What follows belongs to an exercise in optimizing a design on an open flow for small area and a short achievable clock period; a production flow would make more cautious choices. Only simulation tests tie the RTL to the original design; equivalence was not proved. Power figures rest on the tool's default switching activity, not on a simulated workload.

==> job 6303 <==
==> flow/design.v <==
module ALU
  (input [31:0] ALUA,
    input [31:0] ALUB,
    input [3:0] ALUControl,
    input ALUFlagIn,
    input Clk,
    output reg [31:0] ALUResult,
    output reg [3:0] ALUFlags);
  wire [31:0] A = ALUA, B = ALUB;
  wire [3:0] op = ALUControl;
  wire f = ALUFlagIn;
  wire arith = (op[3:2] == 2'b00);
  wire o_add = (op == 4'h0);
  wire o_sub = (op == 4'h1);
  wire o_inc = (op == 4'h2);
  wire o_dec = (op == 4'h3);
  wire o_and = (op == 4'h4);
  wire o_or  = (op == 4'h5);
  wire o_not = (op == 4'h6);
  wire o_xor = (op == 4'h7);
  wire o_shr = (op == 4'h8);
  wire o_shl = (op == 4'h9);
  wire nt_f = o_not & f, nt_nf = o_not & ~f;
  wire u00 = o_sub | o_dec | o_not;
  wire u01 = o_add | o_dec | o_or | o_xor | nt_nf;
  wire u10 = o_add | o_inc | o_or | o_xor | nt_f;
  wire u11 = o_sub | o_inc | o_and | o_or;
  wire v00 = o_inc | o_dec | o_not;
  wire v01 = o_add | o_sub | o_inc | o_dec | o_or | o_xor | nt_nf;
  wire v10 = o_add | o_sub | o_or | o_xor | nt_f;
  wire v11 = o_and | o_or;
  wire wb1 = o_add | o_dec;
  wire wb0 = o_sub | o_dec;
  wire [31:0] U, W;
  assign U[0] = A[0] ? (B[0] ? v11 : v10) : (B[0] ? v01 : v00);
  assign W[0] = (A[0] & (o_add ? B[0] : (o_sub | o_inc | o_dec))) | (o_sub & ~B[0]);
  genvar q;
  generate
    for (q = 1; q < 32; q = q + 1) begin : lut
      assign U[q] = A[q] ? (B[q] ? u11 : u10) : (B[q] ? u01 : u00);
      assign W[q] = A[q] & (B[q] ? wb1 : wb0);
    end
  endgenerate
  wire cin = f & arith;
  wire [31:0] p = U ^ {W[30:0], 1'b0};
  wire [31:0] t = U | {W[30:0], 1'b0};
  wire [31:0] g = {U[31:1] & W[30:0], U[0] & cin};
  wire g_0_1 = g[1] | (p[1] & g[0]);
  wire p_0_1 = p[1] & p[0];
  wire g_0_3 = g[3] | (p[3] & g[2]);
  wire p_0_3 = p[3] & p[2];
  wire g_0_5 = g[5] | (p[5] & g[4]);
  wire p_0_5 = p[5] & p[4];
  wire g_0_7 = g[7] | (p[7] & g[6]);
  wire p_0_7 = p[7] & p[6];
  wire g_0_9 = g[9] | (p[9] & g[8]);
  wire p_0_9 = p[9] & p[8];
  wire g_0_11 = g[11] | (p[11] & g[10]);
  wire p_0_11 = p[11] & p[10];
  wire g_0_13 = g[13] | (p[13] & g[12]);
  wire p_0_13 = p[13] & p[12];
  wire g_0_15 = g[15] | (p[15] & g[14]);
  wire p_0_15 = p[15] & p[14];
  wire g_0_17 = g[17] | (p[17] & g[16]);
  wire p_0_17 = p[17] & p[16];
  wire g_0_19 = g[19] | (p[19] & g[18]);
  wire p_0_19 = p[19] & p[18];
  wire g_0_21 = g[21] | (p[21] & g[20]);
  wire p_0_21 = p[21] & p[20];
  wire g_0_23 = g[23] | (p[23] & g[22]);
  wire p_0_23 = p[23] & p[22];
  wire g_0_25 = g[25] | (p[25] & g[24]);
  wire p_0_25 = p[25] & p[24];
  wire g_0_27 = g[27] | (p[27] & g[26]);
  wire p_0_27 = p[27] & p[26];
  wire g_0_29 = g[29] | (p[29] & g[28]);
  wire p_0_29 = p[29] & p[28];
  wire g_0_31 = g[31] | (p[31] & g[30]);
  wire p_0_31 = p[31] & p[30];
  wire g_1_3 = g_0_3 | (p_0_3 & g_0_1);
  wire p_1_3 = p_0_3 & p_0_1;
  wire g_1_7 = g_0_7 | (p_0_7 & g_0_5);
  wire p_1_7 = p_0_7 & p_0_5;
  wire g_1_11 = g_0_11 | (p_0_11 & g_0_9);
  wire p_1_11 = p_0_11 & p_0_9;
  wire g_1_15 = g_0_15 | (p_0_15 & g_0_13);
  wire p_1_15 = p_0_15 & p_0_13;
  wire g_1_19 = g_0_19 | (p_0_19 & g_0_17);
  wire p_1_19 = p_0_19 & p_0_17;
  wire g_1_23 = g_0_23 | (p_0_23 & g_0_21);
  wire p_1_23 = p_0_23 & p_0_21;
  wire g_1_27 = g_0_27 | (p_0_27 & g_0_25);
  wire p_1_27 = p_0_27 & p_0_25;
  wire g_1_31 = g_0_31 | (p_0_31 & g_0_29);
  wire p_1_31 = p_0_31 & p_0_29;
  wire g_2_7 = g_1_7 | (p_1_7 & g_1_3);
  wire p_2_7 = p_1_7 & p_1_3;
  wire g_2_15 = g_1_15 | (p_1_15 & g_1_11);
  wire p_2_15 = p_1_15 & p_1_11;
  wire g_2_23 = g_1_23 | (p_1_23 & g_1_19);
  wire p_2_23 = p_1_23 & p_1_19;
  wire g_2_31 = g_1_31 | (p_1_31 & g_1_27);
  wire p_2_31 = p_1_31 & p_1_27;
  wire g_3_15 = g_2_15 | (p_2_15 & g_2_7);
  wire p_3_15 = p_2_15 & p_2_7;
  wire g_3_31 = g_2_31 | (p_2_31 & g_2_23);
  wire p_3_31 = p_2_31 & p_2_23;
  wire g_4_31 = g_3_31 | (p_3_31 & g_3_15);
  wire p_4_31 = p_3_31 & p_3_15;
  wire g_6_23 = g_2_23 | (p_2_23 & g_3_15);
  wire p_6_23 = p_2_23 & p_3_15;
  wire g_7_11 = g_1_11 | (p_1_11 & g_2_7);
  wire p_7_11 = p_1_11 & p_2_7;
  wire g_7_19 = g_1_19 | (p_1_19 & g_3_15);
  wire p_7_19 = p_1_19 & p_3_15;
  wire g_7_27 = g_1_27 | (p_1_27 & g_6_23);
  wire p_7_27 = p_1_27 & p_6_23;
  wire g_8_5 = g_0_5 | (p_0_5 & g_1_3);
  wire p_8_5 = p_0_5 & p_1_3;
  wire g_8_9 = g_0_9 | (p_0_9 & g_2_7);
  wire p_8_9 = p_0_9 & p_2_7;
  wire g_8_13 = g_0_13 | (p_0_13 & g_7_11);
  wire p_8_13 = p_0_13 & p_7_11;
  wire g_8_17 = g_0_17 | (p_0_17 & g_3_15);
  wire p_8_17 = p_0_17 & p_3_15;
  wire g_8_21 = g_0_21 | (p_0_21 & g_7_19);
  wire p_8_21 = p_0_21 & p_7_19;
  wire g_8_25 = g_0_25 | (p_0_25 & g_6_23);
  wire p_8_25 = p_0_25 & p_6_23;
  wire g_8_29 = g_0_29 | (p_0_29 & g_7_27);
  wire p_8_29 = p_0_29 & p_7_27;
  wire g_9_2 = g[2] | (p[2] & g_0_1);
  wire p_9_2 = p[2] & p_0_1;
  wire g_9_4 = g[4] | (p[4] & g_1_3);
  wire p_9_4 = p[4] & p_1_3;
  wire g_9_6 = g[6] | (p[6] & g_8_5);
  wire p_9_6 = p[6] & p_8_5;
  wire g_9_8 = g[8] | (p[8] & g_2_7);
  wire p_9_8 = p[8] & p_2_7;
  wire g_9_10 = g[10] | (p[10] & g_8_9);
  wire p_9_10 = p[10] & p_8_9;
  wire g_9_12 = g[12] | (p[12] & g_7_11);
  wire p_9_12 = p[12] & p_7_11;
  wire g_9_14 = g[14] | (p[14] & g_8_13);
  wire p_9_14 = p[14] & p_8_13;
  wire g_9_16 = g[16] | (p[16] & g_3_15);
  wire p_9_16 = p[16] & p_3_15;
  wire g_9_18 = g[18] | (p[18] & g_8_17);
  wire p_9_18 = p[18] & p_8_17;
  wire g_9_20 = g[20] | (p[20] & g_7_19);
  wire p_9_20 = p[20] & p_7_19;
  wire g_9_22 = g[22] | (p[22] & g_8_21);
  wire p_9_22 = p[22] & p_8_21;
  wire g_9_24 = g[24] | (p[24] & g_6_23);
  wire p_9_24 = p[24] & p_6_23;
  wire g_9_26 = g[26] | (p[26] & g_8_25);
  wire p_9_26 = p[26] & p_8_25;
  wire g_9_28 = g[28] | (p[28] & g_7_27);
  wire p_9_28 = p[28] & p_7_27;
  wire g_9_30 = g[30] | (p[30] & g_8_29);
  wire p_9_30 = p[30] & p_8_29;
  wire [32:0] c;
  assign c[0] = cin;
  assign c[1] = g[0];
  assign c[2] = g_0_1;
  assign c[3] = g_9_2;
  assign c[4] = g_1_3;
  assign c[5] = g_9_4;
  assign c[6] = g_8_5;
  assign c[7] = g_9_6;
  assign c[8] = g_2_7;
  assign c[9] = g_9_8;
  assign c[10] = g_8_9;
  assign c[11] = g_9_10;
  assign c[12] = g_7_11;
  assign c[13] = g_9_12;
  assign c[14] = g_8_13;
  assign c[15] = g_9_14;
  assign c[16] = g_3_15;
  assign c[17] = g_9_16;
  assign c[18] = g_8_17;
  assign c[19] = g_9_18;
  assign c[20] = g_7_19;
  assign c[21] = g_9_20;
  assign c[22] = g_8_21;
  assign c[23] = g_9_22;
  assign c[24] = g_6_23;
  assign c[25] = g_9_24;
  assign c[26] = g_8_25;
  assign c[27] = g_9_26;
  assign c[28] = g_7_27;
  assign c[29] = g_9_28;
  assign c[30] = g_8_29;
  assign c[31] = g_9_30;
  assign c[32] = g_4_31;
  wire [31:0] sum = p ^ c[31:0];
  wire v32 = c[32] ^ W[31];      
  wire zsum = ~(p[0] ^ cin) & (&(~(p[31:1] ^ t[30:0])));
  function [31:0] rev(input [31:0] x);
    integer k;
    for (k = 0; k < 32; k = k + 1) rev[k] = x[31-k];
  endfunction
  wire big = |B[31:5];
  wire [4:0] n = B[4:0];
  wire [31:0] X = op[0] ? rev(A) : A;
  wire [31:0] s0 = n[0] ? {f, X[31:1]} : X;
  wire [31:0] s1 = n[1] ? {{2{f}}, s0[31:2]} : s0;
  wire [31:0] s2 = n[2] ? {{4{f}}, s1[31:4]} : s1;
  wire [31:0] s3 = n[3] ? {{8{f}}, s2[31:8]} : s2;
  wire [31:0] s4 = n[4] ? {{16{f}}, s3[31:16]} : s3;
  wire fb = f & (op[0] | ((n == 5'd0) & (B[31:6] == 26'd0)));
  wire sflag = ~big & A[~n];
  wire shop = o_shr | o_shl;
  wire esr = o_shr & ~big;
  wire esl = o_shl & ~big;
  wire ef = shop & big & fb;
  wire [31:0] R = sum | ({32{esr}} & s4) | ({32{esl}} & rev(s4)) | {32{ef}};
  wire zsh = big ? ~fb : ~|s4;
  wire bz = ~|B;
  wire az = ~|A;
  wire [3:0] F;
  assign F[3] = (o_sub & (v32 ^ bz)) | (o_dec & v32);
  assign F[2] = ((o_add | o_inc) & v32) | (shop & sflag);
  assign F[1] = shop ? zsh : (zsum & ~op[3]);
  assign F[0] = (o_sub & ~bz & (~v32 | (f & zsum))) | (o_dec & az);
  always @(posedge Clk) begin
    ALUResult <= R;
    ALUFlags <= F;
  end
endmodule
==> flow/run.sh <==
#!/bin/bash
# synth_recipe.tcl (not shown) runs the flow's synth.tcl, then flattens the netlist and writes it again
# the make line also repeats each setting of config.mk as NAME=value (left out here)
make -C /OpenROAD-flow-scripts/flow DESIGN_CONFIG=/design/flow/config.mk WORK_HOME=/design/flow/orfs CLKGATE_MAP_FILE= SYNTH_SCRIPT=/design/flow/synth_recipe.tcl finish
==> flow/config.mk <==
export PLATFORM = sky130hd
export DESIGN_NAME = ALU
export DESIGN_NICKNAME = ALU
export VERILOG_FILES = /design/flow/design.v
export SDC_FILE = /design/flow/constraint.sdc
export NUM_CORES = 4
export LEC_CHECK = 0
export ABC_AREA = 1
export CAP_MARGIN = 20
export CORE_MARGIN = 2
export CORE_UTILIZATION = 65
export SETUP_SLACK_MARGIN = 5
export SLEW_MARGIN = 20
==> flow/constraint.sdc <==
create_clock -name core_clock -period 11.5 [get_ports {Clk}]
set_input_delay 2.3000 -clock core_clock [delete_from_list [all_inputs] [get_ports {Clk}]]
set_output_delay 2.3000 -clock core_clock [all_outputs]
set_load 0.01 [all_outputs]
==> inputs of job 2967, as changes to job 6303 <==
--- a/flow/design.v
+++ b/flow/design.v
@@ -216,13 +216,12 @@
   wire ef = shop & big & fb;
   wire [31:0] R = sum | ({32{esr}} & s4) | ({32{esl}} & rev(s4)) | {32{ef}};
   wire zsh = big ? ~fb : ~|s4;
-  wire bz = ~|B;
-  wire az = ~|A;
+  wire bz = ~big & (n == 5'd0);
   wire [3:0] F;
   assign F[3] = (o_sub & (v32 ^ bz)) | (o_dec & v32);
   assign F[2] = ((o_add | o_inc) & v32) | (shop & sflag);
   assign F[1] = shop ? zsh : (zsum & ~op[3]);
-  assign F[0] = (o_sub & ~bz & (~v32 | (f & zsum))) | (o_dec & az);
+  assign F[0] = (o_sub & ~bz & (~v32 | (f & zsum))) | (o_dec & (f ? zsum : ~v32));    
   always @(posedge Clk) begin
     ALUResult <= R;
     ALUFlags <= F;
==> flow/flow/run.sh (new file) <==
#!/bin/bash
# The standard layout (standard.sh) with these make settings on top of config.mk:
#  - ADDER_MAP_FILE empty: no Yosys full/half adder extraction, so ABC maps the whole datapath;
#  - port buffers are buf_1 cells instead of the resizer's default pick;
set -euo pipefail
bash standard.sh ADDER_MAP_FILE= "BUFFER_PORTS_ARGS=-buffer_cell sky130_fd_sc_hd__buf_1" SETUP_SLACK_MARGIN=6 finish > flow_make.log 2>&1
==> flow/standard.sh (new file) <==
#!/bin/bash
# synth_recipe.tcl (not shown) runs the flow's synth.tcl, then flattens the netlist and writes it again
# the make line also repeats each setting of config.mk as NAME=value (left out here)
make -C /OpenROAD-flow-scripts/flow DESIGN_CONFIG=/design/flow/config.mk WORK_HOME=/design/flow/orfs CLKGATE_MAP_FILE= SYNTH_SCRIPT=/design/flow/synth_recipe.tcl "${@:-finish}"
- CTS_BUF_LIST: not set -> sky130_fd_sc_hd__clkbuf_8
removed: flow/run.sh
==> inputs of job 6038, as changes to job 6303 <==
==> flow/flow/run.sh (new file) <==
#!/bin/bash
# The standard layout with two changes: Yosys's full/half adder extraction is off
# (ADDER_MAP_FILE empty) so that ABC maps the whole datapath, and the port buffers
# are buf_1 cells instead of the resizer's default pick.
set -euo pipefail
bash standard.sh ADDER_MAP_FILE= "BUFFER_PORTS_ARGS=-buffer_cell sky130_fd_sc_hd__buf_1" ${EXTRA_MAKE_ARGS:-} finish > flow_make.log 2>&1
==> flow/standard.sh (new file) <==
#!/bin/bash
# synth_recipe.tcl (not shown) runs the flow's synth.tcl, then flattens the netlist and writes it again
# the make line also repeats each setting of config.mk as NAME=value (left out here)
make -C /OpenROAD-flow-scripts/flow DESIGN_CONFIG=/design/flow/config.mk WORK_HOME=/design/flow/orfs CLKGATE_MAP_FILE= SYNTH_SCRIPT=/design/flow/synth_recipe.tcl "${@:-finish}"
- CORE_UTILIZATION: 65 -> 40
removed: flow/run.sh
==> inputs of job 2347, as changes to job 6303 <==
==> flow/flow/run.sh (new file) <==
#!/bin/bash
# The standard layout (standard.sh) with these make settings on top of config.mk:
#  - ADDER_MAP_FILE empty: no Yosys full/half adder extraction, so ABC maps the whole datapath;
#  - port buffers are buf_1 cells instead of the resizer's default pick;
#  - SKIP_GATE_CLONING=1: repair timing does not clone gates.
set -euo pipefail
bash standard.sh ADDER_MAP_FILE= "BUFFER_PORTS_ARGS=-buffer_cell sky130_fd_sc_hd__buf_1" SETUP_SLACK_MARGIN=6.2 SKIP_GATE_CLONING=1 finish > flow_make.log 2>&1
==> flow/standard.sh (new file) <==
#!/bin/bash
# synth_recipe.tcl (not shown) runs the flow's synth.tcl, then flattens the netlist and writes it again
# the make line also repeats each setting of config.mk as NAME=value (left out here)
make -C /OpenROAD-flow-scripts/flow DESIGN_CONFIG=/design/flow/config.mk WORK_HOME=/design/flow/orfs CLKGATE_MAP_FILE= SYNTH_SCRIPT=/design/flow/synth_recipe.tcl "${@:-finish}"
removed: flow/run.sh
==> comparison table <==
| item | job 6303 | job 6038 | job 2347 | job 2967 |
|---|---|---|---|---|
| Maximum number of pins on one net before global-route repair | 57 | 71 | 71 | 68 |
| Global-route wire length before repair | 51,000 microns | 52,300 microns | 48,500 microns | 45,600 microns |
| Pint | 435 uW | 351 uW | 350 uW | 314 uW |
| Cell with the largest stage delay on the worst path | sky130_fd_sc_hd__dlymetal6s2s_1 | sky130_fd_sc_hd__buf_4 | sky130_fd_sc_hd__a221oi_1 | sky130_fd_sc_hd__nand3b_1 |
| Number of nets produced by synthesis | 1,572 | 1,464 | 1,464 | 1,437 |
| Total setup buffers inserted after CTS | 9 | 0 | 3 | 0 |
| Vias after detailed routing | 10,900 | 10,000 | 10,700 | 10,400 |
| Crit path required time | 11.64 ns | 11.64 ns | 11.65 ns | 11.71 ns |
| Avg Inst Size Synth | 5.56 sq um | 5.30 sq um | 5.30 sq um | 5.29 sq um |
| Clock group total power | 143 uW | 143 uW | 141 uW | 94.4 uW |
| Met1 Routed Length | 12,000 microns | 14,200 microns | 11,200 microns | 11,200 microns |
| Logic inverters | 200 | 163 | 163 | 152 |
| Share of final layout cell area taken by non-clock buffers | 14.6% | 5.91% | 7.72% | 6.46% |
| Post-synthesis instance area | 7920 sq um | 7390 sq um | 7390 sq um | 7230 sq um |
| Power in sequential cells | 161 uW | 153 uW | 153 uW | 152 uW |
| Combinational share of power | 63.1% | 58.3% | 58.6% | 62.4% |
| Post-DP HPWL | 25,100 microns | 28,000 microns | 24,300 microns | 23,700 microns |
| Width of the die | 114 microns | 140 microns | 111 microns | 109 microns |
| Clock tree root buffer cell | sky130_fd_sc_hd__clkbuf_16 | sky130_fd_sc_hd__clkbuf_16 | sky130_fd_sc_hd__clkbuf_16 | sky130_fd_sc_hd__clkbuf_8 |
| Tap cell instance count | 147 | 229 | 140 | 140 |
| Run status | timing/DRC/antenna clean | timing/DRC/antenna clean | timing/DRC/antenna clean | timing/DRC/antenna clean |
| Arrival time of the worst setup path | 6.50 ns | 6.07 ns | 5.44 ns | 5.59 ns |
| Crit path buf inv count | 7 | 2 | 4 | 4 |
| FILL cells | 940 | 2,113 | 1,030 | 1,036 |
| Startpoint of the most critical hold path | ALUControl[1] | ALUB[5] | ALUControl[1] | ALUFlagIn |
| Amount of wire on met3 after detailed routing | 5220 microns | 3260 microns | 4980 microns | 5330 microns |

==> port drivers added, routing unchanged <==
The results above use ideal ports. As a check the final layouts listed here were re-extracted and re-timed, cells and wires unchanged. Step 1 assumes that a clkbuf_16 drives the clock port and a buf_2 every other input. Step 2 moves the port delays by t, midway between the first and last clock arrival at a register: inputs arrive t later, outputs are due t later. That takes back most of the time a late clock gives input paths. Three values: no drivers, after step 1, after step 2; two values: the first two.
run	t (ns)	setup slack, ns	pins driven straight from the clock port
job 6303	0.326	5.138 / 5.155 / 4.829	1
job 2967	0.325	6.116 / 6.066 / 5.742	1
job 6038	0.326	5.569 / 5.579 / 5.253	1
job 2347	0.322	6.212 / 6.227 / 5.905	1
After both steps setup and hold are still met in every run listed. The setup slack of job 2967, which loses most, moves by -0.050 ns with the drivers and by -0.374 ns with both steps.
